From an optimization exercise on the open Yosys and OpenROAD flow, aimed at small area and a short achievable clock period; shortcuts taken in it are not production practice. In this exercise RTL edits were held to simulation tests only and were not proved equivalent to the original. Power and IR drop assume default switching activity.

**design/flow/flow/run.sh**
```bash
#!/bin/bash
# Layout flow: the standard.sh (the standard ORFS flow) with these changes:
#  - synthesis: the same ORFS synthesis script, except that the ALU and the register
#    file read slices are kept as modules during technology mapping and each module is
#    mapped with its own ABC script (my_abc.tcl); afterwards the design is flattened and
#    renamed exactly as synth_recipe.tcl does. The flip-flops (names and cell types) are
#    checked against the standard synthesis; if they differ the standard synthesis
#    is used instead.
#  - half/full adder cells are kept out (their outputs are slow),
#  - port buffers are plain buf cells (buffer_ports otherwise picks slow delay cells),
#  - timing repair may resize a cell to one of another footprint,
#  - a smaller clock tree (knobs.sh).
# Each step's full log is under orfs/logs; the make output goes to flow_*.log here.
set -euo pipefail
W=$PWD
source flow/knobs.sh
PLATFORM_DONT_USE=$(make -s -C "$FLOW_HOME" DESIGN_CONFIG="$W/config.mk" WORK_HOME="$W/orfs" print-DONT_USE_CELLS | sed -n 's/^DONT_USE_CELLS: //p')
EXTRA_DONT_USE="sky130_fd_sc_hd__ha_1 sky130_fd_sc_hd__ha_2 sky130_fd_sc_hd__ha_4 sky130_fd_sc_hd__fa_1 sky130_fd_sc_hd__fa_2 sky130_fd_sc_hd__fa_4"
ARGS=(MATCH_CELL_FOOTPRINT=0 "DONT_USE_CELLS=$PLATFORM_DONT_USE $EXTRA_DONT_USE" "CTS_ARGS=$CTS")
export BUFFER_PORTS_ARGS="-buffer_cell $PORT_BUF"
export POST_GLOBAL_PLACE_TCL=$W/flow/ctrl_bufs.tcl
export CTRL_BUF

# 1. the standard synthesis, kept for the flip-flop comparison
bash standard.sh "${ARGS[@]}" synth > flow_ref_synth.log 2>&1
RES=orfs/results/sky130hd/datapath/base
cp $RES/1_2_yosys.v ref_synth.v
rm -rf orfs

# 2. the per-module-mapped synthesis
sed -e "s#^\(\s*\)log_cmd abc {\*}\$abc_args#\1my_abc \$abc_args#" "$FLOW_HOME/scripts/synth.tcl" > my_synth.tcl
grep -q "my_abc \$abc_args" my_synth.tcl
{ echo "source $W/flow/my_abc.tcl"; sed -e "s#source \$::env(SCRIPTS_DIR)/synth.tcl#source $W/my_synth.tcl#" synth_recipe.tcl; } > my_synth_recipe.tcl
grep -q "source $W/my_synth.tcl" my_synth_recipe.tcl
sed -e "s#SYNTH_SCRIPT=[^ ]*#SYNTH_SCRIPT=$W/my_synth_recipe.tcl#" standard.sh > my_standard.sh
export MY_ABC_MODULES="ALU $W/flow/abc_alu.script regread_bit $W/flow/abc_rest.script datapath $W/flow/abc_rest.script"
bash my_standard.sh "${ARGS[@]}" "SYNTH_KEEP_MODULES=ALU regread_bit" synth > flow_synth.log 2>&1

ffs() { grep -oE "sky130_fd_sc_hd__[a-z0-9_]*df[a-z0-9_]* +[^ ]+" "$1" | sort; }
if [[ "$(ffs ref_synth.v)" != "$(ffs $RES/1_2_yosys.v)" ]]; then
  echo "flip-flops differ from the standard synthesis; using it" > synth_fallback.txt
  rm -rf orfs
  bash standard.sh "${ARGS[@]}" synth > flow_synth.log 2>&1
fi

# 3. the rest of the flow
bash my_standard.sh "${ARGS[@]}" "SYNTH_KEEP_MODULES=ALU regread_bit" finish > flow_standard.log 2>&1
```
**design/flow/flow/abc_rest.script**
```
&get -n
&st
&dch
&nf -a
&put
```
**design/flow/standard.sh**
```bash
#!/bin/bash
# synth_recipe.tcl (not shown) runs the flow's synth.tcl, then flattens the netlist and writes it again
# the make line also repeats each setting of config.mk as NAME=value (left out here)
make -C /OpenROAD-flow-scripts/flow DESIGN_CONFIG=/design/flow/config.mk WORK_HOME=/design/flow/orfs CLKGATE_MAP_FILE= SYNTH_SCRIPT=/design/flow/synth_recipe.tcl "${@:-finish}"
```
**design/flow/design.v**
```verilog
module regread_bit(s, r, o);
	input [7:0] s, r;
	output o;
	assign o = ~(~((s[0]&r[0]) | (s[1]&r[1]) | (s[2]&r[2]))
	           & ~((s[3]&r[3]) | (s[4]&r[4]) | (s[5]&r[5]))
	           & ~((s[6]&r[6]) | (s[7]&r[7])));
endmodule
module ALU(A,B,datapath_in,asel,bsel,shift,ALUop,ALUout,status);
	input [15:0] A,B,datapath_in;
	input asel,bsel;
	input [1:0] shift,ALUop;
	output [15:0] ALUout;
	output status;
	wire cN = ~bsel & ~shift[1] & ~shift[0];
	wire cL = ~bsel & ~shift[1] &  shift[0];
	wire cR = ~bsel &  shift[1];
	wire cS = ~bsel &  shift[1] &  shift[0];
	wire [15:0] Bl = {B[14:0],1'b0};
	wire [15:0] Br = {B[15]&cS,B[15:1]};
	wire [15:0] Bd = {11'd0,datapath_in[4:0]};
	wire [15:0] bin = ({16{cN}} & B) | ({16{cL}} & Bl) | ({16{cR}} & Br) | ({16{bsel}} & Bd);
	wire [15:0] ain = A & {16{~asel}};
	wire sub = ~ALUop[1] & ALUop[0];
	wire [15:0] bb = bin ^ {16{sub}};
	wire [15:0] p = ain ^ bb;
	wire [15:0] g = ain & bb;
	wire [15:0] k = ain | bb;
	wire [15:0] G0 = {g[15:1], g[0] | (p[0] & sub)};
	wire [15:0] G1,P1,G2,P2,G3,P3,G4;
	genvar i;
	generate for (i=0;i<16;i=i+1) begin : sk
		if (i%2==1) begin
			assign G1[i] = G0[i] | (p[i] & G0[i-1]);
			assign P1[i] = p[i] & p[i-1];
		end else begin
			assign G1[i] = G0[i]; assign P1[i] = p[i];
		end
		if (i%4>=2) begin
			assign G2[i] = G1[i] | (P1[i] & G1[(i/4)*4+1]);
			assign P2[i] = P1[i] & P1[(i/4)*4+1];
		end else begin
			assign G2[i] = G1[i]; assign P2[i] = P1[i];
		end
		if (i%8>=4) begin
			assign G3[i] = G2[i] | (P2[i] & G2[(i/8)*8+3]);
			assign P3[i] = P2[i] & P2[(i/8)*8+3];
		end else begin
			assign G3[i] = G2[i]; assign P3[i] = P2[i];
		end
		if (i>=8) assign G4[i] = G3[i] | (P3[i] & G3[7]);
		else assign G4[i] = G3[i];
	end endgenerate
	wire [15:0] cy = {G4[14:0], sub};
	wire [15:0] sum = p ^ cy;
	wire [15:0] lg = ALUop[0] ? ~bb : g;
	assign ALUout = ALUop[1] ? lg : sum;
	wire [15:0] kk = {k[14:0], sub};
	wire [15:0] zb = ALUop[1] ? ~lg : ~(p ^ kk);
	assign status = &zb;
endmodule
module datapath(clk,readnum,vsel,loada,loadb,shift,asel,bsel,ALUop,loadc,loads,writenum,write,datapath_in,status,datapath_out);
	input [2:0] readnum,writenum;
	input clk,vsel,loada,loadb,asel,bsel,loadc,loads,write;
	input [1:0] shift,ALUop;
	input [15:0] datapath_in;
	output status;
	output [15:0] datapath_out;
	reg [15:0] R0,R1,R2,R3,R4,R5,R6,R7;
	reg [15:0] A,B,C;
	reg S;
	assign datapath_out = C;
	assign status = S;
	wire [15:0] wd = vsel ? datapath_in : C;
	always @(posedge clk) begin
		if (write && writenum==3'd0) R0 <= wd;
		if (write && writenum==3'd1) R1 <= wd;
		if (write && writenum==3'd2) R2 <= wd;
		if (write && writenum==3'd3) R3 <= wd;
		if (write && writenum==3'd4) R4 <= wd;
		if (write && writenum==3'd5) R5 <= wd;
		if (write && writenum==3'd6) R6 <= wd;
		if (write && writenum==3'd7) R7 <= wd;
	end
	wire [7:0] rs = 8'd1 << readnum;
	wire [15:0] rd;
	genvar j;
	generate for (j=0;j<16;j=j+1) begin : rdbit
		regread_bit rb(rs, {R7[j],R6[j],R5[j],R4[j],R3[j],R2[j],R1[j],R0[j]}, rd[j]);
	end endgenerate
	always @(posedge clk) begin
		if (loada) A <= rd;
		if (loadb) B <= rd;
	end
	wire [15:0] alu_out;
	wire alu_zero;
	ALU alu(A,B,datapath_in,asel,bsel,shift,ALUop,alu_out,alu_zero);
	always @(posedge clk) begin
		if (loadc) C <= alu_out;
		if (loads) S <= alu_zero;
	end
endmodule
```
**design/flow/config.mk**
```make
export PLATFORM = sky130hd
export DESIGN_NAME = datapath
export DESIGN_NICKNAME = datapath
export VERILOG_FILES = /design/flow/design.v
export SDC_FILE = /design/flow/constraint.sdc
export NUM_CORES = 4
export LEC_CHECK = 0
export CAP_MARGIN = 20
export CORE_MARGIN = 2
export CORE_UTILIZATION = 50
export SETUP_SLACK_MARGIN = 3.0
export SLEW_MARGIN = 20
```
**design/flow/flow/abc_alu.script**
```
strash
dch
map -B 0.9
topo
stime -c
buffer -c
upsize -c
dnsize -c
```
**design/flow/constraint.sdc**
```tcl
create_clock -name core_clock -period 5.0 [get_ports {clk}]
set_input_delay 1.0000 -clock core_clock [delete_from_list [all_inputs] [get_ports {clk}]]
set_output_delay 1.0000 -clock core_clock [all_outputs]
set_load 0.01 [all_outputs]
```
**design/flow/flow/ctrl_bufs.tcl**
```tcl
# After global placement: the ALU's control inputs each fan out to every bit, so
# their port buffers get a strong drive from the start (timing repair sizes the rest).
foreach port {asel bsel {shift[0]} {shift[1]} {ALUop[0]} {ALUop[1]}} {
  set net [get_nets -of_objects [get_ports $port]]
  foreach pin [get_pins -of_objects $net -filter "direction == input"] {
    set inst [get_cells -of_objects $pin]
    puts "ctrl_bufs: [get_full_name $inst] -> $::env(CTRL_BUF)"
    replace_cell $inst $::env(CTRL_BUF)
  }
}
```
**design/flow/flow/knobs.sh**
```bash
PORT_BUF=sky130_fd_sc_hd__buf_2
CTS="-sink_clustering_enable -repair_clock_nets -dont_use_dummy_load -buf_list {sky130_fd_sc_hd__clkbuf_4 sky130_fd_sc_hd__clkbuf_8} -sink_clustering_size 20 -sink_clustering_max_diameter 60"
CTRL_BUF=sky130_fd_sc_hd__buf_8
```
**design/flow/flow/my_abc.tcl**
```tcl
# Technology mapping per module: the ALU (the critical paths) with ORFS's area
# script, the rest (register file read slices, write data, decoders) with an
# area-oriented &nf mapping. Replaces synth.tcl's single "abc" call.
proc my_abc { abc_args } {
  set i [lsearch -exact $abc_args -script]
  set rest [lreplace $abc_args $i [expr { $i + 1 }]]
  foreach {mod script} $::env(MY_ABC_MODULES) {
    log_cmd abc -script $script {*}$rest $mod
  }
}
```
==> flow_summary_export.csv, run 1 <==
group,metric,value,unit
synthesis,post_synth.cell_area_avg,11.47,um2
floorplan,die_w,133.9,um
synthesis,synth_enable_flop_cells,177,
floorplan,dieHeight,133.9,um
synthesis,yosysUniqueCellTypes,47,
placement,io_buffers,51,
synthesis,ys.warnings.count,1,
synthesis,synth_top_cell_by_area,"edfxtp_1",
synthesis,synth_seq_cells,177,
status,status,"did not finish",
synthesis,syn_area,8441,um2
synthesis,ys_seq_area_share,62.97,%
status,toolErrorMsg,"[ERROR STA-0100] unsupported object type Port.",
floorplan,rows,47,
synthesis,async_flop_share,0,%
synthesis,synth_ff_type,"edfxtp_1",
floorplan,start_util,51.08,%
synthesis,synth_area_leaders,"edfxtp_1, nand2_1, nand3_1, a222oi_1, inv_1",
synthesis,syn-num-nets,771,
floorplan,io-pin-count,52,
synthesis,synth_top_cell_area_share,62.97,%
status,stop_stage,"global placement",
synthesis,syn-instance-count,736,
modules after synthesis, one instance, submodules excluded:
module       cells  flip-flops and latches  area [um2]
ALU            463                       0        2287
regread_bit      4                       0       32.53
datapath       209                     177        5633
synth_stat cells, types with 10 or more instances:
cell type and number:
nand3_1 90, nor2_1 23, edfxtp_1 177, mux2_1 16, a222oi_1 32, nand4_1 24
inv_1 52, a22oi_1 16, nand2_2 29, nand2_1 170, a21oi_1 10
cell families after synthesis:
logic type             synth area share, %
AND/OR/NAND/NOR                      22.25
flip-flops                           62.97
AO/OA/AOI/OAI                        7.931
buffers and inverters                3.706
multiplexers                         2.135
XOR/XNOR                             1.008
==> run 2, diff against run 1 <==
--- a/design/flow/config.mk
+++ b/design/flow/config.mk
@@ -8,5 +8,5 @@
 export CAP_MARGIN = 20
 export CORE_MARGIN = 2
 export CORE_UTILIZATION = 50
-export SETUP_SLACK_MARGIN = 3.0
+export SETUP_SLACK_MARGIN = 2.5
 export SLEW_MARGIN = 20
==> flow_summary_export.csv, run 2 <==
group,metric,value,unit
synthesis,ys.warnings.count,1,
synthesis,post_synth.cell_area_avg,11.47,um2
synthesis,synth_seq_cells,177,
synthesis,synth_enable_flop_cells,177,
floorplan,die_w,133.9,um
status,toolErrorMsg,"[ERROR STA-0100] unsupported object type Port.",
synthesis,async_flop_share,0,%
synthesis,synth_ff_type,"edfxtp_1",
synthesis,synth_area_leaders,"edfxtp_1, nand2_1, nand3_1, a222oi_1, inv_1",
synthesis,netlist_top_cells_count,"edfxtp_1, nand2_1, nand3_1",
synthesis,yosysUniqueCellTypes,47,
status,stop_stage,"global placement",
synthesis,synth_most_common_cell,"edfxtp_1",
status,status,"did not finish",
synthesis,ys_seq_area_share,62.97,%
synthesis,syn-num-nets,771,
floorplan,io-pin-count,52,
placement,io_buffers,51,
floorplan,dieHeight,133.9,um
synthesis,syn-instance-count,736,
floorplan,start_util,51.08,%
floorplan,rows,47,
synthesis,synth_top_cell_area_share,62.97,%
synthesis,synth_top_cell_by_area,"edfxtp_1",
synthesis,syn_area,8441,um2
-- run 2: logic make-up after synthesis --
group,share of synthesized area (%)
AO/OA/AOI/OAI,7.931
multiplexers,2.135
buffers and inverters,3.706
flip-flops,62.97
XOR/XNOR,1.008
AND/OR/NAND/NOR,22.25
-- run 2: Yosys stat by module, one instance, submodules excluded --
module | flip-flops and latches | times used
ALU | 0 | 1
datapath | 177 | 1
regread_bit | 0 | 16
==> run 3, diff against run 2 <==
==> design/flow/flow/ctrl_bufs.tcl (replaced) <==
# After global placement: the ALU's control inputs each fan out to every bit, so
# their port buffers get a strong drive from the start (timing repair sizes the rest).
set block [ord::get_db_block]
foreach port {asel bsel {shift[0]} {shift[1]} {ALUop[0]} {ALUop[1]}} {
  set net [[$block findBTerm $port] getNet]
  foreach iterm [$net getITerms] {
    set inst [$iterm getInst]
    puts "ctrl_bufs: [$inst getName] ([[$inst getMaster] getName]) -> $::env(CTRL_BUF)"
    replace_cell [$inst getName] $::env(CTRL_BUF)
  }
}
--- a/design/flow/config.mk
+++ b/design/flow/config.mk
@@ -8,5 +8,5 @@
 export CAP_MARGIN = 20
 export CORE_MARGIN = 2
 export CORE_UTILIZATION = 50
-export SETUP_SLACK_MARGIN = 2.5
+export SETUP_SLACK_MARGIN = 3.0
 export SLEW_MARGIN = 20
==> flow_summary_export.csv, run 3 <==
group,metric,value,unit
placement,dp_hpwl,13.87,mm
synthesis,synth_area_leaders,"edfxtp_1, nand2_1, nand3_1, a222oi_1, inv_1",
global_route,antenna_found_initial,0,
critical_path,max_stage_delay,0.31,ns
pwr,irDropWorstVdd,0.2376,mV
timing,fmax,384.4,MHz
timing,setup_viol,0,
placement,placed_cell_area,9133,um2
detailed_routing,dr.pass1.iters,7,
pwr,leakagePower,4.227,nW
synthesis,yosysUniqueCellTypes,47,
critical_path,crit_path_top_delay_cell,"nor3_4",
timing,final-hold-violation-count,0,
status,status,"timing/DRC/antenna clean",
finish,nFillCells,1264,
synthesis,async_flop_share,0,%
clock_network,cts_tree,"built",
detailed_routing,vias,6364,
finish,final_area,10540,um2
finish,final_common_cell,"edfxtp_1",
critical_path,worst-path-buf-inv,2,
synthesis,post_synth.cell_area_avg,11.47,um2
timing,period_needed,2.601,ns
critical_path,endpoint_kind,"flop",
critical_path,path_cells,"buf_12, nor3_4, buf_6, nand2_4, nand4_1, nand3b_1, nand2_4, nor2_4, nand2_1, nand2_2, nand2_2, nand2_2, nor2_2, nand2_1, nand3_2, nand2_1",
detailed_routing,first_iter_violations,746,
timing,fin_crit_sh,52.03,%
floorplan,io-pin-count,52,
pwr,p_per_area,298.5,nW/um2
finish,finalNetCount,908,
timing,relSlewSlack,64.48,%
synthesis,netlist_top_cells_count,"edfxtp_1, nand2_1, nand3_1",
clock_network,clkSinkCount,177,
critical_path,cp.arrival,2.79,ns
floorplan,die_w,133.9,um
detailed_routing,drc,0,
critical_path,r2r_slack,2.72,ns
critical_path,critPathKind,"input pin to flop",
detailed_routing,wire_per_inst,19.86,um
finish,final_cell_mix,"edfxtp_1, nand2_1, nand3_1",
synthesis,synth_top_cell_area_share,62.97,%
floorplan,die_area,17940,um2
synthesis,syn-num-nets,771,
critical_path,crit_fanout,6,
detailed_routing,routed_wl,21.67,mm
global_route,grt_pass1_vias,5987,
synthesis,synth_ff_type,"edfxtp_1",
clock_network,insertion_delay,0.46,ns
global_route,grt_max_degree,28,
synthesis,syn_area,8441,um2
critical_path,worstPathRequired,5.19,ns
timing,slew_viol_final,0,
placement,io_buffers,51,
floorplan,core_area,16520,um2
clock_network,cts.reportedPaths.clkPinSlew,0.07,ns
global_route,grt.overflow.total,0,
min_path,worst_hold_path_type,"flop to flop",
clock_network,numCtsBuffers,17,
finish,fin_cells,1091,
synthesis,synth_top_cell_by_area,"edfxtp_1",
global_route,grt_pass1_wl,32.17,mm
global_route,grtUsageTotal,23.75,%
detailed_routing,ant_nets,0,
synthesis,ys_seq_area_share,62.97,%
synthesis,ys.warnings.count,1,
clock_network,hold_buffers,0,
job,max_cap_violations,0,
timing,fin_setup_tns,0,ns
clock_network,clk_path_buf_depth,2,
critical_path,startpoint_type,"input pin",
placement,placed_cells,1000,
detailed_routing,via_per_inst,5.833,
finish,antenna_cells,0,
finish,drive_above_1_share,36.28,%
synthesis,synth_most_common_cell,"edfxtp_1",
critical_path,cp_top_family,"simple AND/OR/NAND/NOR gates",
floorplan,start_util,51.08,%
finish,area_growth,24.89,%
synthesis,syn-instance-count,736,
timing,worst_pin_slew,0.5328,ns
synthesis,synth_enable_flop_cells,177,
clock_network,cts_root_buf,"clkbuf_8",
clock_network,htreeDepth,4,
timing,rsz0062_at_grt,"true",
floorplan,dieHeight,133.9,um
synthesis,synth_seq_cells,177,
timing,skew,0.03604,ns
floorplan,rows,47,
finish,final_util,63.79,%
run 3: cell counts after synthesis:
No cell type changed its count.
run 3: cell type report:
cell class                 instances  area, um2  area share, %
tap                              220      275.3          2.611
inverter                          59      259.0          2.457
sequential                       177       5315          50.42
timing repair buffer             131       1057          10.03
clock buffer                      17      234.0          2.220
multi-input combinational        487       3401          32.26
run 3: path summary, 6_finish.rpt:
| kind | start | endpoint | cells after the start |
|---|---|---|---|
| worst max-delay path | shift[0] | C[14]$_DFFE_PP_ | 16 |
| worst min-delay path | R7[4]$_DFFE_PP_ | A[4]$_DFFE_PP_ | 2 |
| worst max register to register | B[2]$_DFFE_PP_ | C[15]$_DFFE_PP_ | 16 |
| worst min register to register | R7[4]$_DFFE_PP_ | A[4]$_DFFE_PP_ | 2 |
run 3: kinds of logic (layout without fill, tap and decap cells):
kind of cell / count (synthesis) / in the layout / synth area share (%)
compound gates: 86 / 86 / 7.931
simple gates: 376 / 377 / 22.25
mux: 16 / 16 / 2.135
flops: 177 / 177 / 62.97
buf+inv: 73 / 207 / 3.706
xor+xnor: 8 / 8 / 1.008
run 3: per-layer routing:
layer | vias to the layer above | wire length (um) | part of all wire, % | global-route usage, %
li1 | 3015 | - | - | -
met1 | 3110 | 9271 | 43 | 31.54
met2 | 204 | 10980 | 51 | 40.17
met3 | 35 | 1013 | 4.7 | 4.535
met4 | 0 | 405 | 1.9 | 6.678
met5 | - | 0 | 0 | 0
run 3: timing repair:
item	4_1_cts	5_1_grt
gates resized for setup	73	82
setup endpoints to repair	108	58
buffers inserted	49	21
gates cloned	1	3
pin swaps	51	45
run 3: worst register-to-register path: stages (launching register included):
cell,delay [ns]
edfxtp_1,0.48
nand3_1,0.13
nand2_1,0.07
inv_1,0.10
nand4_1,0.22
nand2_2,0.16
nand2_4,0.07
nand3_4,0.11
nand2_4,0.07
nand2_4,0.06
nand2_4,0.07
nand2_4,0.10
nand2_8,0.09
nand2_4,0.09
nand3_1,0.06
nand3_1,0.09
nand2_1,0.07
run 3: power breakdown:
group	switching (mW)	internal, mW	leakage, nW
logic	0.394	0.260	2.45
clock network	0.426	0.301	0.122
registers	0.0359	1.73	1.65
total	0.856	2.29	4.23
run 3: Yosys stat by module, one instance, submodules excluded:
module,cell area [um2],copies in the design,flops+latches,cells inside
datapath,5633,1,177,209
regread_bit,32.53,16,0,4
ALU,2287,1,0,463
run 3: metrics by stage:
stage | hold slack, ns | setup WS, ns | power [mW]
5_1_grt | 0.6129 | 2.300 | 3.278
3_3_place_gp | 0.5562 | 1.676 | 2.253
2_1_floorplan | 0.5324 | 2.261 | 2.113
3_5_place_dp | 0.5708 | 1.653 | 2.272
6_report | 0.5861 | 2.399 | 3.147
4_1_cts | 0.5913 | 2.471 | 3.080
==> run 4, diff against run 3 <==
--- a/design/flow/config.mk
+++ b/design/flow/config.mk
@@ -8,5 +8,5 @@
 export CAP_MARGIN = 20
 export CORE_MARGIN = 2
 export CORE_UTILIZATION = 50
-export SETUP_SLACK_MARGIN = 3.0
+export SETUP_SLACK_MARGIN = 2.5
 export SLEW_MARGIN = 20
==> flow_summary_export.csv, run 4 <==
group,metric,value,unit
timing,slew_viol_final,0,
critical_path,cp-startpoint,"shift[0]",
synthesis,netlist_top_cells_count,"edfxtp_1, nand2_1, nand3_1",
synthesis,post_synth.cell_area_avg,11.47,um2
global_route,grt.overflow.total,0,
min_path,hold_end,"A[2]$_DFFE_PP_",
clock_network,cts_root_buf,"clkbuf_8",
synthesis,ys_seq_area_share,62.97,%
clock_network,cts.reportedPaths.clkPinSlew,0.07,ns
synthesis,synth_top_cell_area_share,62.97,%
timing,period_needed,2.593,ns
min_path,hold_depth,2,
synthesis,synth_top_cell_by_area,"edfxtp_1",
timing,fin_crit_sh,51.87,%
detailed_routing,via_per_inst,5.856,
finish,drive_above_1_share,27.52,%
finish,finalNetCount,869,
floorplan,io-pin-count,52,
critical_path,endpoint_kind,"flop",
finish,final_cell_mix,"edfxtp_1, nand2_1, nand3_1",
critical_path,worstPathRequired,5.18,ns
clock_network,insertion_delay,0.47,ns
global_route,grt_max_degree,28,
synthesis,syn-instance-count,736,
finish,nFillCells,1354,
status,status,"timing/DRC/antenna clean",
synthesis,async_flop_share,0,%
job,max_cap_violations,0,
timing,rsz0062_at_grt,"true",
timing,skew,0.05329,ns
timing,worst_pin_slew,1.014,ns
detailed_routing,dr.pass1.iters,5,
clock_network,clk_path_buf_depth,2,
pwr,leakagePower,3.896,nW
synthesis,syn-num-nets,771,
clock_network,numCtsBuffers,17,
timing,setup_viol,0,
timing,final-hold-violation-count,0,
detailed_routing,routed_wl,21.15,mm
timing,relSlewSlack,32.36,%
timing,fin_setup_tns,0,ns
detailed_routing,drc,0,
floorplan,start_util,51.08,%
critical_path,r2r_slack,2.84,ns
detailed_routing,ant_nets,0,
pwr,p_per_area,309.5,nW/um2
synthesis,synth_seq_cells,177,
clock_network,clkSinkCount,177,
floorplan,die_area,17940,um2
min_path,min_from,"R7[2]$_DFFE_PP_",
detailed_routing,first_iter_violations,615,
synthesis,yosysUniqueCellTypes,47,
timing,fmax,385.6,MHz
placement,dp_hpwl,14.25,mm
pwr,power,3.056,mW
floorplan,dieHeight,133.9,um
critical_path,critPathKind,"input pin to flop",
detailed_routing,vias,6160,
global_route,grt_pass1_vias,5824,
floorplan,rows,47,
critical_path,crit_fanout,7,
placement,io_buffers,51,
detailed_routing,wire_per_inst,20.10,um
critical_path,cp.arrival,2.77,ns
finish,area_growth,16.96,%
floorplan,core_area,16520,um2
global_route,grt_pass1_wl,32.42,mm
synthesis,synth_ff_type,"edfxtp_1",
synthesis,synth_enable_flop_cells,177,
critical_path,worstRegToRegCells,18,
critical_path,startpoint_type,"input pin",
min_path,worst_hold_path_type,"flop to flop",
pwr,irDropWorstVdd,0.2016,mV
finish,final_area,9872,um2
clock_network,cts_tree,"built",
synthesis,synth_area_leaders,"edfxtp_1, nand2_1, nand3_1, a222oi_1, inv_1",
synthesis,synth_most_common_cell,"edfxtp_1",
critical_path,r2r_start,"B[2]$_DFFE_PP_",
floorplan,die_w,133.9,um
finish,final_common_cell,"edfxtp_1",
placement,placed_cell_area,9116,um2
clock_network,htreeDepth,4,
global_route,grtUsageTotal,24.11,%
synthesis,syn_area,8441,um2
finish,antenna_cells,0,
synthesis,ys.warnings.count,1,
critical_path,r2r_end,"C[9]$_DFFE_PP_",
global_route,antenna_found_initial,0,
==> run 4: worst max-delay path: stages <==
cell        delay [ns]
buf_12            0.10
clkinvlp_4        0.14
nor3_4            0.24
buf_6             0.16
nand2_4           0.05
nand4_1           0.19
nand3_4           0.16
a21oi_4           0.19
nand2_1           0.11
nand2_4           0.11
buf_4             0.11
a21oi_1           0.05
nand3_1           0.09
nand2_1           0.07
==> run 4: per-module statistics from Yosys (local to each module, per instance) <==
module | area (um2) | flip-flops and latches
regread_bit | 32.53 | 0
ALU | 2287 | 0
datapath | 5633 | 177
==> run 4: layout make-up <==
| cell class | instances | area [um2] | area share, % |
|---|---|---|---|
| inverter | 59 | 244.0 | 2.471 |
| timing repair buffer | 93 | 671.9 | 6.806 |
| sequential | 177 | 5315 | 53.84 |
| tap | 220 | 275.3 | 2.788 |
| clock buffer | 17 | 234.0 | 2.370 |
| multi-input combinational | 486 | 3132 | 31.72 |
==> run 4: worst max path at each step <==
| stage | to | slack (ns) | cells past startpoint |
|---|---|---|---|
| 2_1_floorplan | C[15]$_DFFE_PP_ | 2.26 | 18 |
| 3_3_place_gp | C[15]$_DFFE_PP_ | 1.68 | 17 |
| 3_5_place_dp | C[10]$_DFFE_PP_ | 1.68 | 17 |
| 4_1_cts | C[9]$_DFFE_PP_ | 2.50 | 19 |
| 5_1_grt | C[15]$_DFFE_PP_ | 2.28 | 19 |
| 6_report | C[12]$_DFFE_PP_ | 2.41 | 14 |
==> run 4: routing by layer <==
layer,track usage (%),wire length (um)
met1,31.87,9102
met3,3.968,1071
met5,0,0
met4,7.033,374
met2,41.28,10600
==> run 4: timing repair <==
| item | CTS | global route |
|---|---|---|
| endpoints found under the hold margin | 0 | 0 |
| hold buffers | 0 | 0 |
| setup endpoints to repair | 12 | 12 |
| pin swaps | 7 | 30 |
| buffers inserted | 11 | 22 |
| resized for setup | 22 | 49 |
==> run 4: metrics by stage <==
stage               setup WS (ns)  hold WS, ns  utilization [%]  std cells
floorplan                   2.259       0.5324                -        736
global placement            1.681       0.5503            54.80       1002
detailed placement          1.677       0.5602            55.17       1002
CTS                         2.500       0.5710            57.79       1030
global route                2.284       0.5991            59.74       1052
finish                      2.407       0.5805            59.74       1052
==> run 4: report_power, final <==
part	internal [mW]	total (mW)	switching (mW)
sequential	1.73	1.77	0.0353
combinational	0.199	0.552	0.353
clock	0.301	0.738	0.437
total	2.23	3.06	0.825
==> run 4: cells by family after synthesis <==
group	share of synthesized area, %
flops	62.97
mux	2.135
xor+xnor	1.008
simple gates	22.25
buf+inv	3.706
compound gates	7.931
==> run 5, diff against run 4 <==
--- a/design/flow/flow/run.sh
+++ b/design/flow/flow/run.sh
@@ -18,8 +18,6 @@
 EXTRA_DONT_USE="sky130_fd_sc_hd__ha_1 sky130_fd_sc_hd__ha_2 sky130_fd_sc_hd__ha_4 sky130_fd_sc_hd__fa_1 sky130_fd_sc_hd__fa_2 sky130_fd_sc_hd__fa_4"
 ARGS=(MATCH_CELL_FOOTPRINT=0 "DONT_USE_CELLS=$PLATFORM_DONT_USE $EXTRA_DONT_USE" "CTS_ARGS=$CTS")
 export BUFFER_PORTS_ARGS="-buffer_cell $PORT_BUF"
-export POST_GLOBAL_PLACE_TCL=$W/flow/ctrl_bufs.tcl
-export CTRL_BUF
 
 # 1. the standard synthesis, kept for the flip-flop comparison
 bash standard.sh "${ARGS[@]}" synth > flow_ref_synth.log 2>&1
==> design/flow/flow/abc_alu.script (replaced) <==
&get -n
&st
&dch
&nf
&st
&syn2
&if -g -K 6
&synch2
&nf
&st
&syn2
&if -g -K 6
&synch2
&nf
&st
&syn2
&if -g -K 6
&synch2
&nf
&st
&syn2
&if -g -K 6
&synch2
&nf
&st
&syn2
&if -g -K 6
&synch2
&nf
&put
buffer -c
topo
stime -c
upsize -c
dnsize -c
==> design/flow/flow/knobs.sh (replaced) <==
PORT_BUF=sky130_fd_sc_hd__buf_2
CTS="-sink_clustering_enable -repair_clock_nets -dont_use_dummy_load -buf_list {sky130_fd_sc_hd__clkbuf_4 sky130_fd_sc_hd__clkbuf_8} -sink_clustering_size 20 -sink_clustering_max_diameter 60"
removed: design/flow/flow/ctrl_bufs.tcl
==> flow_summary_export.csv, run 5 <==
group,metric,value,unit
status,status,"timing/DRC/antenna clean",
finish,final_area,11330,um2
timing,relSlewSlack,31.01,%
synthesis,post_synth.cell_area_avg,11.93,um2
synthesis,yosysUniqueCellTypes,86,
timing,skew,0.04010,ns
finish,final_util,60.39,%
min_path,worst_hold_path_type,"flop to flop",
detailed_routing,via_per_inst,6.624,
synthesis,async_flop_share,0,%
synthesis,syn-instance-count,805,
critical_path,path_cells,"buf_2, nand2b_1, a211oi_1, a211oi_2, xnor2_2, nor2_2, a211oi_4, o22ai_2, buf_4, or2_1, nand2_1, o22ai_1, a221o_1",
finish,drive_above_1_share,27.06,%
synthesis,netlist_top_cells_count,"edfxtp_1, a21oi_1, nand2_1",
critical_path,r2r_slack,1.73,ns
clock_network,clkSinkCount,177,
pwr,p_per_area,294.3,nW/um2
critical_path,crit_path_top_delay_cell,"a211oi_2",
floorplan,die_w,142.6,um
finish,antenna_cells,0,
critical_path,r2r_end,"C[8]$_DFFE_PP_",
detailed_routing,vias,7426,
timing,period_needed,3.547,ns
pwr,seqPwrFrac,53.7,%
synthesis,synth_top_cell_area_share,55.34,%
critical_path,cp.arrival,3.74,ns
synthesis,synth_most_common_cell,"edfxtp_1",
detailed_routing,dr.pass1.iters,6,
critical_path,cp-startpoint,"asel",
floorplan,rows,50,
floorplan,io-pin-count,52,
floorplan,dieHeight,142.6,um
pwr,leakagePower,3.839,nW
synthesis,synth_top_cell_by_area,"edfxtp_1",
critical_path,worstRegToRegCells,12,
critical_path,critPathKind,"input pin to flop",
timing,fin_setup_tns,0,ns
clock_network,insertion_delay,0.46,ns
synthesis,ys.warnings.count,1,
global_route,grt_max_degree,47,
clock_network,cts_root_buf,"clkbuf_8",
critical_path,max_stage_delay,0.35,ns
global_route,antenna_found_initial,0,
critical_path,worstPathRequired,5.20,ns
critical_path,crit_path_end,"C[8]$_DFFE_PP_",
detailed_routing,first_iter_violations,670,
finish,fin_cells,1121,
global_route,grt_pass1_vias,6962,
detailed_routing,ant_nets,0,
synthesis,synth_area_leaders,"edfxtp_1, a222oi_1, xnor2_1, a21oi_1, mux2_1",
timing,fin_crit_sh,70.95,%
synthesis,ys_seq_area_share,55.34,%
floorplan,core_area,18770,um2
min_path,hold_depth,2,
critical_path,crit_fanout,10,
placement,io_buffers,51,
synthesis,synth_enable_flop_cells,177,
timing,setup_viol,0,
critical_path,crit_cells,13,
critical_path,startpoint_type,"input pin",
detailed_routing,drc,0,
timing,worst_pin_slew,1.034,ns
critical_path,worst-path-buf-inv,2,
clock_network,cts_tree,"built",
synthesis,synth_seq_cells,177,
timing,slew_viol_final,0,
synthesis,synth_ff_type,"edfxtp_1",
synthesis,syn_area,9604,um2
global_route,grt.overflow.total,0,
critical_path,endpoint_kind,"flop",
critical_path,r2r_start,"B[5]$_DFFE_PP_",
critical_path,cp_top_family,"compound AO/OA/AOI/OAI gates",
global_route,grtUsageTotal,25.73,%
pwr,swShare,28.87,%
clock_network,cts.reportedPaths.clkPinSlew,0.09,ns
placement,placed_cells,1062,
finish,nFillCells,1507,
timing,rsz0062_at_grt,"true",
floorplan,start_util,51.17,%
pwr,irDropWorstVdd,0.1665,mV
timing,final-hold-violation-count,0,
clock_network,clk_path_buf_depth,2,
pwr,p_switching,0.9630,mW
synthesis,syn-num-nets,840,
job,max_cap_violations,0,
global_route,grt_pass1_wl,39.04,mm
clock_network,htreeDepth,4,
placement,placed_cell_area,10250,um2
finish,final_common_cell,"edfxtp_1",
pwr,p_int,2.373,mW
finish,area_growth,18.02,%
placement,dp_hpwl,16.99,mm
floorplan,die_area,20330,um2
detailed_routing,routed_wl,26.47,mm
clock_network,numCtsBuffers,17,
finish,final_cell_mix,"edfxtp_1, buf_2, buf_4",
timing,fmax,281.9,MHz
placement,routabilityCongestion,0.9066,
detailed_routing,wire_per_inst,23.61,um
pwr,p_comb_share,24.1,%
pwr,p_clk_share,22.2,%
finish,finalNetCount,924,
run 5: changes by cell type in the layout (fill, tap and decap cells not counted), moves of 21 or more:
cell,delta
nand3_2,-21
nor3_1,+29
nand3_1,-42
a21oi_1,+36
nand2_1,-104
inv_1,-39
o21ai_0,+23
nand2_2,-48
run 5: cell families (layout without fill, tap and decap cells):
| kind of cell | Yosys count | count (layout) | synth area share, % |
|---|---|---|---|
| buf+inv | 56 | 138 | 2.957 |
| fa+ha+maj | 5 | 5 | 0.5602 |
| mux | 33 | 33 | 3.791 |
| flops | 177 | 177 | 55.34 |
| xor+xnor | 44 | 44 | 4.091 |
| compound gates | 230 | 230 | 18.46 |
| simple gates | 260 | 260 | 14.80 |
run 5: power groups by stage:
stage / combinational, mW / sequential (mW) / clock, mW
2_1_floorplan: 0.480 / 1.80 / 0
6_report: 0.803 / 1.79 / 0.739
4_1_cts: 0.729 / 1.79 / 0.754
3_3_place_gp: 0.642 / 1.82 / 0
3_5_place_dp: 0.660 / 1.82 / 0
5_1_grt: 0.862 / 1.80 / 0.803
run 5: worst min path at each step:
stage	end	slack, ns	start
final	B[3]$_DFFE_PP_	0.58	R7[3]$_DFFE_PP_
after global routing	A[8]$_DFFE_PP_	0.62	R7[8]$_DFFE_PP_
after CTS	B[3]$_DFFE_PP_	0.58	R7[3]$_DFFE_PP_
after detailed placement	B[3]$_DFFE_PP_	0.56	R7[3]$_DFFE_PP_
after global placement	B[0]$_DFFE_PP_	0.55	R7[0]$_DFFE_PP_
after floorplan	A[0]$_DFFE_PP_	0.53	R7[0]$_DFFE_PP_
run 5: final cells by class:
type | instances | area [um2] | area share, %
inverter | 10 | 43.79 | 0.3864
sequential | 177 | 5315 | 46.89
clock buffer | 17 | 234.0 | 2.064
multi-input combinational | 572 | 4567 | 40.29
timing repair buffer | 111 | 882.1 | 7.782
tap | 234 | 292.8 | 2.583
run 5: timing repair:
action,CTS,global route
pin swaps,23,32
hold buffers,0,0
setup endpoints to repair,17,16
resized for setup,49,51
setup buffers,23,16
cloned,1,2
run 5: worst min-delay path, delay by kind of cell (launching register included):
kind	cells	cell delay [ns]
flip-flops	1	0.32
AND/OR/NAND/NOR	1	0.09
AO/OA/AOI/OAI	1	0.06
run 5: per-module statistics from Yosys, one instance, submodules excluded:
module	area [um2]	cells inside
datapath	5633	209
regread_bit	32.53	4
ALU	3451	532
run 5: metrics by stage:
stage / hold slack, ns / power, mW / setup slack, ns
global placement: 0.5532 / 2.463 / 0.7568
CTS: 0.5817 / 3.272 / 1.605
detailed placement: 0.5640 / 2.482 / 0.7405
finish: 0.5787 / 3.336 / 1.453
global route: 0.6210 / 3.464 / 1.407
floorplan: 0.5324 / 2.282 / 1.417
run 5: routing by layer:
metal	vias up	share of wire, %	track usage, %
li1	3369	-	-
met1	3690	42	34.44
met2	313	50	43.07
met3	54	6.0	3.802
met4	0	2.1	8.911
met5	-	0	0
==> run 6, diff against run 5 <==
==> design/flow/flow/abc_alu.script (replaced) <==
&get -n
&st
&syn2
&dch
&nf
&put
buffer -c
topo
stime -c
upsize -c
dnsize -c
==> flow_summary_export.csv, run 6 <==
group,metric,value,unit
timing,fin_ws,1.605,ns
finish,final_common_cell,"edfxtp_1",
timing,fin_crit_sh,67.90,%
timing,relSlewSlack,31.64,%
floorplan,dieHeight,132.2,um
finish,area_growth,15.83,%
placement,post-place-ws,0.7903,ns
min_path,worst_hold_path_type,"flop to flop",
global_route,grt_max_degree,27,
timing,hold_slack,0.5686,ns
job,max_cap_violations,0,
synthesis,syn-num-nets,627,
critical_path,worstRegToRegCells,13,
detailed_routing,via_per_inst,6.214,
timing,final-hold-violation-count,0,
synthesis,syn_area,8218,um2
detailed_routing,wire_per_inst,23.34,um
clock_network,cts_root_buf,"clkbuf_8",
synthesis,post_synth.cell_area_avg,13.88,um2
pwr,p_per_area,323.2,nW/um2
clock_network,numCtsBuffers,17,
synthesis,synthSimpleGateAreaFrac,10.60,%
synthesis,ys_seq_area_share,64.68,%
synthesis,synth_seq_cells,177,
detailed_routing,drc,0,
floorplan,die_area,17480,um2
floorplan,rows,46,
clock_network,clk_path_buf_depth,2,
synthesis,synth.area.mux_share,2.710,%
detailed_routing,vias,5549,
timing,skew,0.03440,ns
placement,placed_cells,851,
synthesis,synth_ff_type,"edfxtp_1",
synthesis,ys.warnings.count,1,
global_route,antenna_found_initial,0,
timing,period_needed,3.395,ns
global_route,grt_pass1_vias,5539,
finish,fin_cells,893,
timing,worst_pin_slew,1.025,ns
floorplan,die_w,132.2,um
critical_path,crit_fanout,7,
finish,finalNetCount,714,
floorplan,core_area,16000,um2
timing,setup_viol,0,
synthesis,syn-instance-count,592,
synthesis,synth_top_family_by_area,"compound AO/OA/AOI/OAI gates",
placement,dp_hpwl,13.91,mm
placement,io_buffers,51,
pwr,irDropWorstVdd,0.2319,mV
floorplan,start_util,51.36,%
floorplan,io-pin-count,52,
timing,rsz0062_at_grt,"true",
synthesis,synth_area_leaders,"edfxtp_1, a222oi_1, xnor2_1, mux2_1, a21oi_1",
critical_path,worstPathRequired,5.17,ns
finish,final_cell_mix,"edfxtp_1, buf_2, nand2_1",
finish,antenna_cells,0,
synthesis,netlist_top_cells_count,"edfxtp_1, nand2_1, nor2_1",
timing,slew_viol_final,0,
min_path,hold_depth,2,
finish,nFillCells,1317,
critical_path,startpoint_type,"input pin",
synthesis,synthAdderAreaFrac,0,%
detailed_routing,first_iter_violations,587,
critical_path,critPathKind,"input pin to flop",
clock_network,cts_tree,"built",
synthesis,synth_xor_area_share,4.933,%
synthesis,synth_top_cell_area_share,64.68,%
detailed_routing,dr.pass1.iters,7,
synthesis,synth_most_common_cell,"edfxtp_1",
synthesis,async_flop_share,0,%
critical_path,cp.arrival,3.56,ns
detailed_routing,ant_nets,0,
timing,fin_setup_tns,0,ns
global_route,grt_pass1_wl,31.37,mm
status,status,"timing/DRC/antenna clean",
placement,routabilityCongestion,0.9069,
clock_network,clkSinkCount,177,
critical_path,endpoint_kind,"flop",
clock_network,hold_buffers,0,
detailed_routing,routed_wl,20.84,mm
finish,drive_above_1_share,26.00,%
synthesis,synth-compound-area-share,14.97,%
synthesis,synth_enable_flop_cells,177,
synthesis,yosysUniqueCellTypes,74,
clock_network,cts.reportedPaths.clkPinSlew,0.07,ns
clock_network,htreeDepth,4,
pwr,leakagePower,3.283,nW
global_route,grt.overflow.total,0,
global_route,grtUsageTotal,24.32,%
clock_network,insertion_delay,0.44,ns
synthesis,synth_top_cell_by_area,"edfxtp_1",
timing,fmax,294.6,MHz
==> run 6: worst paths after layout <==
check                   startpoint         endpoint  slack [ns]
setup / recovery          shift[1]  C[15]$_DFFE_PP_        1.61
hold / removal    R7[13]$_DFFE_PP_  A[13]$_DFFE_PP_        0.57
setup reg to reg    B[1]$_DFFE_PP_  C[15]$_DFFE_PP_        1.84
hold reg to reg   R7[13]$_DFFE_PP_  A[13]$_DFFE_PP_        0.57
==> run 6: metrics by stage <==
stage	utilization (%)	instance area, um2	power (mW)
floorplan	-	8264	2.134
global placement	55.04	8807	2.302
detailed placement	55.04	8807	2.310
CTS	58.52	9364	3.055
global route	59.49	9519	3.195
finish	59.49	9519	3.077
==> run 6: area by class of cell <==
type	count	area [um2]	share of cell area, %
sequential	177	5315	55.84
multi-input combinational	379	2988	31.39
timing repair buffer	87	640.6	6.730
tap	216	270.3	2.839
clock buffer	17	234.0	2.458
inverter	17	71.32	0.7492
==> run 6: per-module statistics from Yosys (local to each module, per instance) <==
| module | flip-flops and latches | cells inside | area [um2] |
|---|---|---|---|
| datapath | 177 | 209 | 5633 |
| ALU | 0 | 319 | 2064 |
| regread_bit | 0 | 4 | 32.53 |
==> run 6: metal layers <==
metal	track usage, %	vias up	share of wire [%]
li1	-	2529	-
met1	30.78	2759	41
met2	40.97	214	50
met3	4.844	47	5.5
met4	10.51	0	3.7
met5	0	-	0
==> run 6: cells by family (layout without fill, tap and decap cells) <==
kind of cell	count (synthesis)	after routing
flops	177	177
compound gates	157	157
mux	19	19
buf+inv	36	121
simple gates	160	160
xor+xnor	43	43
==> run 6: report_power, final <==
group / switching (mW) / leakage [nW] / internal, mW
sequential: 0.0388 / 1.65 / 1.74
combinational: 0.350 / 1.51 / 0.229
clock: 0.422 / 0.122 / 0.301
total: 0.811 / 3.28 / 2.27
==> run 6: critical path: stages <==
cell and delay [ns]:
buf_12 0.11, and3b_1 0.15, a221o_2 0.35, buf_12 0.14
mux2i_4 0.17, nand3_2 0.11, a21oi_2 0.17, o21ai_2 0.08
a21oi_2 0.19, o21ai_2 0.10, a2111oi_4 0.44, o21ai_2 0.12
a311oi_1 0.27, o31ai_1 0.13
==> run 6: what timing repair did <==
| action | in CTS | in global routing |
|---|---|---|
| gates cloned | 2 | 0 |
| resized for setup | 31 | 28 |
| setup buffers | 18 | 5 |
| endpoints found under the setup margin | 16 | 14 |
| pin swaps | 16 | 19 |
==> run 7, diff against run 6 <==
==> design/flow/flow/abc_alu.script (replaced) <==
strash
dch
map -B 0.9
topo
stime -c
buffer -c
upsize -c
dnsize -c
==> design/flow/flow/knobs.sh (replaced) <==
PORT_BUF=sky130_fd_sc_hd__buf_1
CTS="-sink_clustering_enable -repair_clock_nets -dont_use_dummy_load -buf_list {sky130_fd_sc_hd__clkbuf_4 sky130_fd_sc_hd__clkbuf_8} -sink_clustering_size 20 -sink_clustering_max_diameter 60"
==> flow_summary_export.csv, run 7 <==
group,metric,value,unit
synthesis,syn-num-nets,771,
job,max_cap_violations,0,
detailed_routing,first_iter_violations,681,
synthesis,synth_enable_flop_cells,177,
clock_network,htreeDepth,4,
critical_path,cp_top_family,"simple AND/OR/NAND/NOR gates",
global_route,global_route.usage.met1,32.60,%
synthesis,synth_top_cell_by_area,"edfxtp_1",
floorplan,start_util,51.08,%
timing,fin_crit_sh,54.42,%
floorplan,die_w,133.9,um
finish,antenna_cells,0,
global_route,antenna_found_initial,0,
pwr,seqPwrFrac,57.4,%
placement,io_buffers,51,
critical_path,crit_path_top_delay_cell,"nand4_1",
clock_network,clk_path_buf_depth,2,
timing,fin_setup_tns,0,ns
synthesis,syn_area,8441,um2
synthesis,syn-instance-count,736,
clock_network,cts_tree,"built",
min_path,worst_hold_path_type,"flop to flop",
floorplan,core_area,16520,um2
global_route,grt.overflow.total,0,
floorplan,die_area,17940,um2
clock_network,cts_root_buf,"clkbuf_8",
synthesis,netlist_top_cells_count,"edfxtp_1, nand2_1, nand3_1",
critical_path,endpoint_kind,"flop",
critical_path,critPathKind,"input pin to flop",
finish,final_util,61.12,%
finish,final_cell_mix,"edfxtp_1, nand2_1, nand3_1",
status,status,"timing/DRC/antenna clean",
critical_path,path_cells,"buf_1, buf_6, clkinv_8, nor2_8, buf_6, nand4_1, nand3_2, buf_6, buf_4, a21oi_2, nand2_2, nand2_4, nand2_8, nand2_4, nand2_1, nand2_1, nand3_1, nand2_1",
timing,worst_pin_slew,1.046,ns
critical_path,startpoint_type,"input pin",
timing,period_needed,2.721,ns
timing,fmax,367.5,MHz
finish,drive_above_1_share,23.98,%
finish,area_growth,19.66,%
synthesis,yosysUniqueCellTypes,47,
placement,routabilityCongestion,0.9242,
global_route,busiest_layer,"met2",
synthesis,synth_area_leaders,"edfxtp_1, nand2_1, nand3_1, a222oi_1, inv_1",
critical_path,max_stage_delay,0.21,ns
timing,skew,0.04727,ns
synthesis,synth_most_common_cell,"edfxtp_1",
placement,placed_cell_area,9000,um2
finish,final_area,10100,um2
finish,finalNetCount,892,
pwr,leakagePower,3.937,nW
timing,relSlewSlack,30.29,%
detailed_routing,dr.pass1.iters,6,
pwr,p_per_area,304.9,nW/um2
floorplan,rows,47,
pwr,irDropWorstVdd,0.2503,mV
pwr,swShare,26.90,%
timing,hold_slack,0.5836,ns
detailed_routing,via_per_inst,5.857,
pwr,p_clk_share,23.5,%
timing,setup_viol,0,
synthesis,async_flop_share,0,%
global_route,grt_pass1_vias,6091,
critical_path,worst-path-buf-inv,6,
global_route,grt_pass1_wl,33.19,mm
clock_network,insertion_delay,0.45,ns
global_route,use_met2,42.22,%
global_route,grt_max_degree,28,
critical_path,crit_fanout,8,
pwr,p_comb_share,19.1,%
detailed_routing,drc,0,
pwr,power,3.079,mW
placement,dp_hpwl,14.22,mm
synthesis,synth_ff_type,"edfxtp_1",
detailed_routing,routed_wl,21.66,mm
timing,slew_viol_final,0,
clock_network,hold_buffers,0,
synthesis,ys.warnings.count,1,
global_route,use_met3,4.460,%
pwr,p_int,2.251,mW
timing,rsz0062_at_grt,"true",
clock_network,numCtsBuffers,17,
critical_path,cp.arrival,2.89,ns
synthesis,post_synth.cell_area_avg,11.47,um2
synthesis,synth_seq_cells,177,
pwr,p_switching,0.8282,mW
synthesis,ys_seq_area_share,62.97,%
finish,final_common_cell,"edfxtp_1",
clock_network,cts.reportedPaths.clkPinSlew,0.06,ns
detailed_routing,vias,6296,
global_route,grtUsageTotal,24.66,%
floorplan,dieHeight,133.9,um
floorplan,io-pin-count,52,
clock_network,clkSinkCount,177,
detailed_routing,ant_nets,0,
timing,final-hold-violation-count,0,
synthesis,synth_top_cell_area_share,62.97,%
critical_path,worstPathRequired,5.17,ns
detailed_routing,wire_per_inst,20.15,um
==> run 7: changes by cell type in the layout (fill, tap and decap cells not counted), moves of 16 or more <==
cell,delta
nand2_2,+43
buf_1,+46
nand3_2,+17
nand3_1,+60
nor2_1,-16
xnor2_1,-18
buf_4,+20
nand2_1,+110
a21oi_1,-22
nand4_1,+23
buf_2,-48
inv_1,+32
==> run 7: per-stage QoR <==
stage	std cells	worst slack [ns]
2_1_floorplan	736	2.259
3_3_place_gp	1003	1.356
3_5_place_dp	1003	1.323
4_1_cts	1062	2.466
5_1_grt	1075	2.220
6_report	1075	2.279
==> run 7: logic make-up after synthesis <==
group	Yosys count	synth area share, %
flops	177	62.97
simple gates	376	22.25
xor+xnor	8	1.008
compound gates	86	7.931
mux	16	2.135
buf+inv	73	3.706
==> run 7: final cells by class <==
| cell class | count | area [um2] |
|---|---|---|
| Sequential cell | 177 | 5315 |
| Tap cell | 220 | 275.3 |
| Fill cell | 1298 | 6425 |
| Inverter | 59 | 251.5 |
| Timing Repair Buffer | 115 | 848.3 |
| Clock buffer | 17 | 234.0 |
| Multi-Input combinational cell | 487 | 3176 |
==> run 7: path summary, 6_finish.rpt <==
path / startpoint / end / slack (ns) / cells after the start
worst max-delay path: ALUop[0] / C[9]$_DFFE_PP_ / 2.28 / 18
worst min-delay path: R7[1]$_DFFE_PP_ / B[1]$_DFFE_PP_ / 0.58 / 2
worst max register to register: B[4]$_DFFE_PP_ / C[5]$_DFFE_PP_ / 2.76 / 15
worst min register to register: R7[1]$_DFFE_PP_ / B[1]$_DFFE_PP_ / 0.58 / 2
==> run 7: worst min-delay path, stage by stage, from the launching register on <==
cell and delay (ns):
edfxtp_1 0.32, a22oi_1 0.06, nand3_1 0.09
==> run 7: routing by layer <==
| metal | vias to the layer above | share of wire (%) |
|---|---|---|
| li1 | 2976 | - |
| met1 | 3059 | 42 |
| met2 | 228 | 50 |
| met3 | 33 | 5.6 |
| met4 | 0 | 1.8 |
| met5 | - | 0 |
==> run 7: per-module statistics from Yosys, one instance, submodules excluded <==
module | area (um2) | cells
datapath | 5633 | 209
ALU | 2287 | 463
regread_bit | 32.53 | 4
==> run 7: power groups by stage <==
stage / Sequential (mW) / Combinational (mW) / Clock (mW)
after floorplan: 1.79 / 0.317 / 0
after global placement: 1.80 / 0.453 / 0
after detailed placement: 1.80 / 0.461 / 0
after CTS: 1.77 / 0.545 / 0.740
after global routing: 1.77 / 0.644 / 0.802
final: 1.77 / 0.588 / 0.723
==> run 7: repair_timing <==
item | 4_1_cts | 5_1_grt
resized for setup | 83 | 26
pin swaps | 42 | 22
buffers inserted | 38 | 13
setup endpoints to repair | 16 | 13
gates cloned | 4 | 0
==> run 8, diff against run 7 <==
==> design/flow/flow/knobs.sh (replaced) <==
PORT_BUF=sky130_fd_sc_hd__buf_2
CTS="-sink_clustering_enable -repair_clock_nets -dont_use_dummy_load -buf_list {sky130_fd_sc_hd__clkbuf_4 sky130_fd_sc_hd__clkbuf_8} -sink_clustering_size 20 -sink_clustering_max_diameter 60"
--- a/design/flow/config.mk
+++ b/design/flow/config.mk
@@ -7,6 +7,6 @@
 export LEC_CHECK = 0
 export CAP_MARGIN = 20
 export CORE_MARGIN = 2
-export CORE_UTILIZATION = 50
+export CORE_UTILIZATION = 65
 export SETUP_SLACK_MARGIN = 2.5
 export SLEW_MARGIN = 20
==> flow_summary_export.csv, run 8 <==
group,metric,value,unit
status,status,"timing/DRC/antenna clean",
floorplan,start_util,66.61,%
timing,rsz0062_at_grt,"true",
floorplan,rows,41,
finish,final_common_cell,"edfxtp_1",
placement,routabilityCongestion,0.8876,
global_route,grt_max_degree,28,
floorplan,die_w,118.0,um
timing,period_needed,2.745,ns
floorplan,die_area,13910,um2
pwr,p_switching,0.8413,mW
detailed_routing,routed_wl,21.06,mm
critical_path,worstPathRequired,5.18,ns
synthesis,syn-instance-count,736,
critical_path,endpoint_kind,"flop",
global_route,grt_pass1_wl,30.30,mm
global_route,antenna_found_initial,0,
clock_network,cts.reportedPaths.clkPinSlew,0.08,ns
synthesis,synth_most_common_cell,"edfxtp_1",
synthesis,synth_seq_cells,177,
pwr,p_comb_share,19.7,%
synthesis,synth_top_cell_by_area,"edfxtp_1",
finish,antenna_cells,0,
timing,skew,0.03646,ns
pwr,p_clk_share,23.2,%
critical_path,r2r_slack,2.57,ns
finish,drive_above_1_share,32.31,%
timing,slew_viol_final,0,
global_route,grtUsageTotal,28.46,%
synthesis,synth_area_leaders,"edfxtp_1, nand2_1, nand3_1, a222oi_1, inv_1",
global_route,grt_pass1_vias,5957,
clock_network,clk_path_buf_depth,2,
detailed_routing,wl_met3,1.596,mm
detailed_routing,ant_nets,0,
synthesis,post_synth.cell_area_avg,11.47,um2
placement,io_buffers,51,
critical_path,crit_path_end,"C[5]$_DFFE_PP_",
clock_network,clkSinkCount,177,
detailed_routing,first_iter_violations,808,
critical_path,crit_fanout,6,
detailed_routing,drc,0,
timing,final-hold-violation-count,0,
timing,fmax,364.3,MHz
critical_path,cp.arrival,2.92,ns
floorplan,dieHeight,118.0,um
synthesis,netlist_top_cells_count,"edfxtp_1, nand2_1, nand3_1",
synthesis,syn_area,8441,um2
finish,nFillCells,743,
synthesis,synth_enable_flop_cells,177,
synthesis,yosysUniqueCellTypes,47,
clock_network,numCtsBuffers,17,
critical_path,cp-startpoint,"bsel",
clock_network,cts_tree,"built",
detailed_routing,wl_met1,8.259,mm
global_route,grt.overflow.total,0,
synthesis,ys_seq_area_share,62.97,%
clock_network,insertion_delay,0.45,ns
detailed_routing,dr.pass1.iters,8,
timing,relSlewSlack,35.90,%
clock_network,htreeDepth,4,
synthesis,syn-num-nets,771,
synthesis,async_flop_share,0,%
pwr,leakagePower,4.139,nW
floorplan,io-pin-count,52,
min_path,worst_hold_path_type,"flop to flop",
detailed_routing,top_layer_used,"met4",
critical_path,critPathKind,"input pin to flop",
timing,worst_pin_slew,0.9608,ns
critical_path,worstRegToRegCells,18,
synthesis,synth_ff_type,"edfxtp_1",
job,max_cap_violations,0,
pwr,seqPwrFrac,57.0,%
timing,fin_crit_sh,54.89,%
finish,finalNetCount,888,
finish,final_cell_mix,"edfxtp_1, nand2_1, nand3_1",
pwr,swShare,27.12,%
critical_path,startpoint_type,"input pin",
timing,fin_setup_tns,0,ns
pwr,p_int,2.261,mW
critical_path,r2r_end,"C[13]$_DFFE_PP_",
pwr,irDropWorstVdd,0.2607,mV
detailed_routing,wl_met2,10.59,mm
detailed_routing,vias,6599,
synthesis,ys.warnings.count,1,
floorplan,core_area,12670,um2
clock_network,cts_root_buf,"clkbuf_8",
detailed_routing,wire_per_inst,20.59,um
placement,dp_hpwl,12.77,mm
critical_path,r2r_start,"B[2]$_DFFE_PP_",
finish,area_growth,21.27,%
timing,setup_viol,0,
pwr,p_per_area,303.1,nW/um2
timing,hold_slack,0.5695,ns
detailed_routing,via_per_inst,6.451,
synthesis,synth_top_cell_area_share,62.97,%
-- run 8: changes by cell type in the layout (fill, tap and decap cells not counted), sizes merged --
cell      before  now
buf          111  110
clkinvlp       2    1
clkbuf        21   19
clkinv         1    2
nor2          30   29
-- run 8: worst min-delay path by stage --
stage                          start         endpoint  slack [ns]  cells past startpoint
CTS                  R7[1]$_DFFE_PP_   A[1]$_DFFE_PP_        0.58                      2
finish               R7[1]$_DFFE_PP_   A[1]$_DFFE_PP_        0.57                      2
floorplan            R7[0]$_DFFE_PP_   A[0]$_DFFE_PP_        0.53                      2
global route         R7[0]$_DFFE_PP_   A[0]$_DFFE_PP_        0.62                      2
global placement    R7[13]$_DFFE_PP_  A[13]$_DFFE_PP_        0.55                      2
detailed placement  R7[13]$_DFFE_PP_  A[13]$_DFFE_PP_        0.56                      2
-- run 8: layer usage --
metal | vias up | track usage (%)
met2 | 354 | 48.33
li1 | 2976 | -
met1 | 3206 | 37.24
met5 | - | 0
met3 | 63 | 5.281
met4 | 0 | 9.488
-- run 8: power groups by stage --
stage | combinational (mW) | clock [mW] | sequential, mW
final | 0.612 | 0.721 | 1.77
after global routing | 0.665 | 0.769 | 1.77
after CTS | 0.489 | 0.724 | 1.77
after global placement | 0.440 | 0 | 1.80
after detailed placement | 0.457 | 0 | 1.80
after floorplan | 0.317 | 0 | 1.79
-- run 8: cell families (layout without fill, tap and decap cells) --
kind of cell,after synthesis,in the layout,synth area share (%)
simple gates,376,376,22.25
flops,177,177,62.97
mux,16,16,2.135
buf+inv,73,188,3.706
compound gates,86,86,7.931
xor+xnor,8,8,1.008
-- run 8: what timing repair did --
| action | CTS | global route |
|---|---|---|
| endpoints found under the setup margin | 14 | 12 |
| hold buffers | 0 | 0 |
| resized for setup | 39 | 106 |
| gates cloned | 0 | 2 |
| setup buffers | 18 | 32 |
| pin swaps | 18 | 54 |
-- run 8: area by class of cell --
class | count | area [um2] | share of cell area [%]
sequential | 177 | 5315 | 51.93
multi-input combinational | 486 | 3334 | 32.58
timing repair buffer | 112 | 889.6 | 8.691
inverter | 59 | 247.7 | 2.420
clock buffer | 17 | 234.0 | 2.286
tap | 172 | 215.2 | 2.102
-- run 8: critical path, stage by stage --
cell     delay, ns
buf_12        0.12
nor2_4        0.23
nand3_1       0.18
nand3_1       0.14
nand2_1       0.11
nand2_1       0.15
nand2_2       0.10
nand3_2       0.10
nand2_2       0.06
nand2_1       0.08
nand2_2       0.11
buf_6         0.15
nand2_4       0.05
nand2_2       0.05
xor2_1        0.17
o21ai_1       0.12
-- run 8: per-stage QoR --
stage	area (um2)	total power [mW]	std cells	setup slack (ns)	utilization, %
detailed placement	8996	2.254	954	1.638	71.00
global placement	8996	2.236	954	1.722	71.00
finish	10240	3.102	1023	2.255	80.78
CTS	9510	2.978	989	2.500	75.06
floorplan	8513	2.106	736	2.259	-
global route	10240	3.209	1023	2.159	80.78
-- run 8: Yosys stat by module (local to each module, per instance) --
| module | flops+latches | cells inside | times used |
|---|---|---|---|
| ALU | 0 | 463 | 1 |
| datapath | 177 | 209 | 1 |
| regread_bit | 0 | 4 | 16 |
==> run 9, diff against run 8 <==
--- a/design/flow/config.mk
+++ b/design/flow/config.mk
@@ -7,6 +7,6 @@
 export LEC_CHECK = 0
 export CAP_MARGIN = 20
 export CORE_MARGIN = 2
-export CORE_UTILIZATION = 65
-export SETUP_SLACK_MARGIN = 2.5
+export CORE_UTILIZATION = 50
+export SETUP_SLACK_MARGIN = 2.2
 export SLEW_MARGIN = 20
==> flow_summary_export.csv, run 9 <==
group,metric,value,unit
clock_network,htreeDepth,4,
timing,final-hold-violation-count,0,
critical_path,cp.arrival,2.85,ns
detailed_routing,wire_per_inst,19.46,um
pwr,p_clk_share,24.2,%
critical_path,cp_top_family,"simple AND/OR/NAND/NOR gates",
critical_path,cp-startpoint,"shift[0]",
placement,dp_hpwl,13.84,mm
timing,hold_slack,0.5762,ns
floorplan,die_area,17940,um2
timing,setup_viol,0,
placement,routabilityCongestion,0.9145,
global_route,grt_pass1_wl,31.29,mm
pwr,seqPwrFrac,58.9,%
critical_path,r2r_slack,2.78,ns
finish,final_cell_mix,"edfxtp_1, nand2_1, nand3_1",
synthesis,synth_area_leaders,"edfxtp_1, nand2_1, nand3_1, a222oi_1, inv_1",
timing,worst_pin_slew,0.9954,ns
synthesis,synth_enable_flop_cells,177,
synthesis,post_synth.cell_area_avg,11.47,um2
finish,antenna_cells,0,
critical_path,crit_fanout,12,
timing,slew_viol_final,0,
global_route,grt_max_degree,27,
critical_path,startpoint_type,"input pin",
global_route,antenna_found_initial,0,
clock_network,cts_tree,"built",
synthesis,syn-instance-count,736,
pwr,irDropWorstVdd,0.2216,mV
clock_network,clk_path_buf_depth,2,
global_route,grt_pass1_vias,5884,
detailed_routing,first_iter_violations,598,
status,status,"timing/DRC/antenna clean",
timing,fin_crit_sh,53.25,%
pwr,p_int,2.204,mW
timing,fin_setup_tns,0,ns
synthesis,netlist_top_cells_count,"edfxtp_1, nand2_1, nand3_1",
critical_path,worst-path-buf-inv,5,
timing,rsz0062_at_grt,"false",
clock_network,cts.reportedPaths.clkPinSlew,0.08,ns
pwr,p_switching,0.7906,mW
pwr,swShare,26.40,%
synthesis,synth_ff_type,"edfxtp_1",
synthesis,async_flop_share,0,%
pwr,p_per_area,311.5,nW/um2
timing,fmax,375.6,MHz
floorplan,die_w,133.9,um
detailed_routing,ant_nets,0,
clock_network,hold_buffers,0,
synthesis,syn-num-nets,771,
timing,relSlewSlack,33.64,%
clock_network,numCtsBuffers,17,
detailed_routing,via_per_inst,5.886,
synthesis,yosysUniqueCellTypes,47,
timing,skew,0.03955,ns
finish,drive_above_1_share,22.56,%
detailed_routing,vias,6121,
floorplan,rows,47,
critical_path,path_cells,"buf_12, clkinvlp_4, nor3_4, buf_12, nand2_2, nand3_2, nand2_2, nand3b_1, nand2_2, inv_2, nand2_2, inv_1, nand2_1, nor2_2, nand2_2, nand2_1, nand2_1, nand3_1, nand2_1",
synthesis,syn_area,8441,um2
synthesis,synth_top_cell_area_share,62.97,%
finish,finalNetCount,857,
global_route,grtUsageTotal,23.20,%
finish,area_growth,13.87,%
finish,final_common_cell,"edfxtp_1",
detailed_routing,dr.pass1.iters,5,
min_path,worst_hold_path_type,"flop to flop",
synthesis,ys_seq_area_share,62.97,%
synthesis,synth_most_common_cell,"edfxtp_1",
min_path,min_from,"R7[7]$_DFFE_PP_",
clock_network,clkSinkCount,177,
clock_network,cts_root_buf,"clkbuf_8",
floorplan,dieHeight,133.9,um
pwr,leakagePower,3.787,nW
critical_path,critPathKind,"input pin to flop",
global_route,grt.overflow.total,0,
floorplan,core_area,16520,um2
synthesis,ys.warnings.count,1,
critical_path,r2r_start,"B[2]$_DFFE_PP_",
critical_path,worstPathRequired,5.19,ns
critical_path,crit_path_frequent_cell,"nand2_2",
synthesis,synth_top_cell_by_area,"edfxtp_1",
placement,io_buffers,51,
detailed_routing,routed_wl,20.23,mm
synthesis,synth_seq_cells,177,
critical_path,crit_path_top_delay_cell,"nor3_4",
clock_network,insertion_delay,0.46,ns
floorplan,io-pin-count,52,
job,max_cap_violations,0,
timing,period_needed,2.662,ns
critical_path,max_stage_delay,0.26,ns
floorplan,start_util,51.08,%
detailed_routing,drc,0,
pwr,p_comb_share,16.8,%
critical_path,endpoint_kind,"flop",
-- run 9: worst paths after layout --
| check | depth (start not counted) | end |
|---|---|---|
| max | 19 | C[15]$_DFFE_PP_ |
| min | 2 | A[7]$_DFFE_PP_ |
| max reg2reg | 18 | C[9]$_DFFE_PP_ |
| min reg2reg | 2 | A[7]$_DFFE_PP_ |
-- run 9: metrics by stage --
step                      setup slack, ns  total power, mW  utilization, %  instances  area, um2
after global routing                2.174            3.129           58.17       1040       9612
final                               2.338            2.995           58.17       1040       9612
after global placement              1.650            2.249           54.66       1002       9032
after floorplan                     2.224            2.101               -        736       8468
after CTS                           2.216            2.971           56.38       1022       9316
after detailed placement            1.538            2.259           54.66       1002       9032
-- run 9: power by group through the flow --
stage	clock, mW	sequential [mW]	combinational [mW]
6_report	0.726	1.76	0.504
5_1_grt	0.797	1.77	0.560
4_1_cts	0.738	1.76	0.470
3_5_place_dp	0	1.80	0.464
3_3_place_gp	0	1.79	0.454
2_1_floorplan	0	1.79	0.312
-- run 9: final cells by class --
| class | count | area (um2) |
|---|---|---|
| fillers | 1369 | 6913 |
| repair buffers | 80 | 539.3 |
| multi-input cells | 487 | 3002 |
| inverters | 59 | 246.5 |
| flip-flops and latches | 177 | 5315 |
| clock buffers | 17 | 234.0 |
| well taps | 220 | 275.3 |
-- run 9: kinds of logic after synthesis --
logic type | after synthesis | synth area share (%)
xor gates and xnor gates | 8 | 1.008
DFF | 177 | 62.97
AOI/OAI and AO/OA | 86 | 7.931
and+or+nand+nor | 376 | 22.25
buffers and inverters | 73 | 3.706
muxes | 16 | 2.135
-- run 9: worst reg2reg max path, delay by kind of cell, from the launching register on --
family	cells	cell delay (ns)
and+or+nand+nor	17	1.45
DFF	1	0.45
buffers and inverters	1	0.06
-- run 9: what timing repair did --
item,in CTS,in global routing
setup buffers,3,17
gates cloned,0,1
pin swaps,2,15
gates resized for setup,3,41
endpoints found under the setup margin,12,12
-- run 9: Yosys stat by module, one instance, submodules excluded --
module | flops+latches | cell area, um2 | copies in the design | cells
datapath | 177 | 5633 | 1 | 209
ALU | 0 | 2287 | 1 | 463
regread_bit | 0 | 32.53 | 16 | 4
-- run 9: metal layers --
layer	GRT usage, %	share of wire (%)
met1	30.70	43
met2	38.60	50
met5	0	0
met3	4.384	5.7
met4	8.156	2.2

afterwards: timing with drivers on the ports:
Ports are ideal in the flow. The routed layouts listed here were re-timed in OpenROAD.
Step 1: set_driving_cell puts a clkbuf_16 on clk and a buf_2 on each other input, an assumption about the parent block.
Step 2 times the ports against the registers' clock, not the clock port: input delays grow and output delays shrink by t, the midpoint of the rising clock arrivals with the driver on.
Slacks: ideal ports / drivers / drivers and shift; pairs: ideal ports / drivers.
run | t (ns) | slack for setup (ns) | hold WS [ns] | worst setup path at the end
run 3 | 0.482 | 2.399 / 2.374 / 1.892 | 0.586 / 0.586 / 0.586 | input to register
run 4 | 0.480 | 2.407 / 2.384 / 1.904 | 0.581 / 0.581 / 0.581 | input to register
run 5 | 0.476 | 1.453 / 1.409 / 0.934 | 0.579 / 0.579 / 0.579 | input to register
run 6 | 0.462 | 1.605 / 1.484 / 1.022 | 0.569 / 0.569 / 0.569 | input to register
run 7 | 0.467 | 2.279 / 2.282 / 1.816 | 0.584 / 0.584 / 0.584 | input to register
run 8 | 0.468 | 2.255 / 2.216 / 1.748 | 0.570 / 0.570 / 0.570 | input to register
run 9 | 0.478 | 2.338 / 2.313 / 1.835 | 0.576 / 0.576 / 0.576 | input to register
After both steps every run listed still meets setup and hold. For run 6, which loses most, drivers alone change the setup slack by -0.121 ns; drivers and shift together by -0.583 ns.
